What follows belongs to an exercise in optimizing a design on an open flow for small area; a production flow would make more cautious choices.
At most, simulation tests tie the RTL to the original design; equivalence was not proved.
No activity file was given, so power comes from the tool's default toggle rates.

Design lookahead_router, start of the top module:
module lookahead_router
  #(
    parameter bit FlowControl = 1'b0,   
    parameter int unsigned DataWidth = 32,
    parameter int unsigned PortWidth = DataWidth + 2,
    parameter bit [4:0] Ports = 5'b11111
    )
  (
   input  logic clk,
   input  logic rst,
   input  logic [7:0] position,
   input  logic [PortWidth-1:0] data_n_in,
   input  logic [PortWidth-1:0] data_s_in,
   input  logic [PortWidth-1:0] data_w_in,
   input  logic [PortWidth-1:0] data_e_in,
   input  logic [PortWidth-1:0] data_p_in,
   input  logic [4:0] data_void_in,
   output logic [4:0] stop_out,
   output logic [PortWidth-1:0] data_n_out,
   output logic [PortWidth-1:0] data_s_out,
   output logic [PortWidth-1:0] data_w_out,
   output logic [PortWidth-1:0] data_e_out,
   output logic [PortWidth-1:0] data_p_out,
   output logic [4:0] data_void_out,
   input  logic [4:0] stop_in
   );
  localparam int unsigned HeadBit = PortWidth - 1;
  localparam int unsigned TailBit = PortWidth - 2;
  localparam int unsigned DstLsb = 16;
  localparam bit [24:0] Allowed = {5'b01111,    
                                       5'b10100,    
                                       5'b11000,    
                                       5'b11101,    
                                       5'b11110};   
  logic [4:0][PortWidth-1:0] data_in;
  ...
==> module router_fifo, before the edit <==
module router_fifo
  #(
    parameter int unsigned Width = 34
    )
  (
   input  logic clk,
   input  logic rst,
   input  logic rdreq,
   input  logic wrreq,
   input  logic [Width-1:0] data_in,
   output logic empty,
   output logic full,
   output logic [Width-1:0] data_out
   );
  logic [3:0][Width-1:0] mem;
  logic [1:0] rd_ptr, wr_ptr, rd_ptr_next, wr_ptr_next;
  logic valid_read, valid_write;
  assign valid_read = rdreq & ~empty;
  assign valid_write = empty ? wrreq & ~rdreq : wrreq & ~full;
  assign rd_ptr_next = {rd_ptr[0], ~rd_ptr[1]};
  assign wr_ptr_next = {wr_ptr[0], ~wr_ptr[1]};
  always_ff @(posedge clk) begin
    if (rst) begin
      rd_ptr <= '0;
      wr_ptr <= '0;
      empty <= 1'b1;
      full <= 1'b0;
    end else begin
      if (valid_read) rd_ptr <= rd_ptr_next;
      if (valid_write) wr_ptr <= wr_ptr_next;
      if (valid_write & ~valid_read) begin
        empty <= 1'b0;
        full <= wr_ptr_next == rd_ptr;
      end else if (~valid_write & valid_read) begin
        empty <= rd_ptr_next == wr_ptr;
        full <= 1'b0;
      end
    end
  end
  for (genvar g_i = 0; g_i < 4; g_i++) begin : gen_mem
    always_ff @(posedge clk) begin
      if (valid_write && wr_ptr == g_i) mem[g_i] <= data_in;
    end
  end
  logic [3:0] rd_sel;
  always_comb begin
    data_out = {Width{empty}} & data_in;
    for (int k = 0; k < 4; k++) begin
      rd_sel[k] = ~empty & (rd_ptr == k);
      data_out = data_out | ({Width{rd_sel[k]}} & mem[k]);
    end
  end
endmodule
Settings: LEC_CHECK=0, CAP_MARGIN=20, CORE_MARGIN=2, CORE_UTILIZATION=55, CTS_CLUSTER_DIAMETER=100, CTS_CLUSTER_SIZE=25, PLACE_DENSITY=0.7, SETUP_SLACK_MARGIN=0.0, SLEW_MARGIN=20; clock period 5.5 ns.
standard.sh (not shown) runs the stock make flow with config.mk's settings and CLKGATE_MAP_FILE= SYNTH_SCRIPT=/design/flow/synth_recipe.tcl, a recipe that flattens the netlist after the stock synthesis.
==> flow/flow/run.sh <==
#!/bin/bash
# Layout flow: the standard ORFS flow (standard.sh) with two changes:
#  - synthesis is the standard one (synth_recipe.tcl, same passes, same registers), except that the
#    final ABC technology mapping uses an area-oriented script (flow/area.abc);
#  - ports are buffered with the smallest buffer (sky130_fd_sc_hd__buf_1).
# Each tool's full output goes to the ORFS logs under orfs/logs/; make's output to flow_make.log.
set -euo pipefail
here=$(pwd)
export MY_ABC_SCRIPT="$here/flow/area.abc"
export BUFFER_PORTS_ARGS="-buffer_cell sky130_fd_sc_hd__buf_1"
# Synthesis script: the standard flow's, with abc's -script argument pointing at flow/area.abc
{
  echo 'proc abc {args} {'
  echo '  set i [lsearch $args -script]'
  echo '  if { $i >= 0 } { lset args [expr {$i + 1}] $::env(MY_ABC_SCRIPT) }'
  echo '  yosys abc {*}$args'
  echo '}'
  cat synth_recipe.tcl
} > "$here/area_synth.tcl"
sed "s#SYNTH_SCRIPT=[^ ]*#SYNTH_SCRIPT=$here/area_synth.tcl#" standard.sh > "$here/area_standard.sh"
grep -q "SYNTH_SCRIPT=$here/area_synth.tcl" "$here/area_standard.sh"
bash "$here/area_standard.sh" finish > flow_make.log 2>&1
==> flow/flow/area.abc <==
strash
&get -n
&st
&dch
&nf -a -p -F 6 -A 6
&put
topo
Edit:
--- a/flow/design.v
+++ b/flow/design.v
@@ -58,32 +58,29 @@
    output logic empty,
    output logic full,
    output logic [Width-1:0] data_out
    );
   logic [3:0][Width-1:0] mem;
-  logic [1:0] rd_ptr, wr_ptr, rd_ptr_next, wr_ptr_next;
+  logic [1:0] rd_ptr, wr_ptr;
+  logic last_write;
+  logic ptr_equal;
   logic valid_read, valid_write;
+  assign ptr_equal = rd_ptr == wr_ptr;
+  assign empty = ptr_equal & ~last_write;
+  assign full = ptr_equal & last_write;
   assign valid_read = rdreq & ~empty;
   assign valid_write = empty ? wrreq & ~rdreq : wrreq & ~full;
-  assign rd_ptr_next = {rd_ptr[0], ~rd_ptr[1]};
-  assign wr_ptr_next = {wr_ptr[0], ~wr_ptr[1]};
   always_ff @(posedge clk) begin
     if (rst) begin
       rd_ptr <= '0;
       wr_ptr <= '0;
-      empty <= 1'b1;
-      full <= 1'b0;
+      last_write <= 1'b0;
     end else begin
-      if (valid_read) rd_ptr <= rd_ptr_next;
-      if (valid_write) wr_ptr <= wr_ptr_next;
-      if (valid_write & ~valid_read) begin
-        empty <= 1'b0;
-        full <= wr_ptr_next == rd_ptr;
-      end else if (~valid_write & valid_read) begin
-        empty <= rd_ptr_next == wr_ptr;
-        full <= 1'b0;
-      end
+      if (valid_read) rd_ptr <= {rd_ptr[0], ~rd_ptr[1]};
+      if (valid_write) wr_ptr <= {wr_ptr[0], ~wr_ptr[1]};
+      if (valid_write & ~valid_read) last_write <= 1'b1;
+      else if (~valid_write & valid_read) last_write <= 1'b0;
     end
   end
   for (genvar g_i = 0; g_i < 4; g_i++) begin : gen_mem
     always_ff @(posedge clk) begin
       if (valid_write && wr_ptr == g_i) mem[g_i] <= data_in;
Via count rises by 1.5%.
Non-clock buffer count goes down by 5.
Worst setup slack gets worse by 120 ps.
Power went up by 36%.
Sequential cell count came out lower by 5.
Combinational power went up by 89%.
Clock power fell by about 3%.
Area after synthesis stays flat.
The RTL of the second run of this note was laid out without a check of its function.

[what the ideal ports hide]
The results above use ideal ports. As a check the final layouts listed here were re-extracted and re-timed, cells and wires unchanged. Step 1, drivers: a clkbuf_16 drives clk and a buf_2 each remaining input, both assumed. Step 2 also shifts input and output timing later by t, the mid clock arrival at the registers, as if the neighbouring blocks saw the same clock. Slacks: ideal ports / drivers / drivers and shift; pairs: ideal ports / drivers.
run	shift t [ns]	setup WS [ns]	worst setup path after step 2	clock arrival spread, ns	pins driven straight from the clock port
the first run	0.671	0.402 / 0.402 / 0.309	input to register	0.023 / 0.023	1
the second run	0.685	0.280 / 0.280 / 0.280	register to register	0.036 / 0.036	1
After both steps setup and hold are still met in every run listed. The setup slack of the first run, which loses most, moves by 0.000 ns with the drivers and by -0.093 ns with both steps.
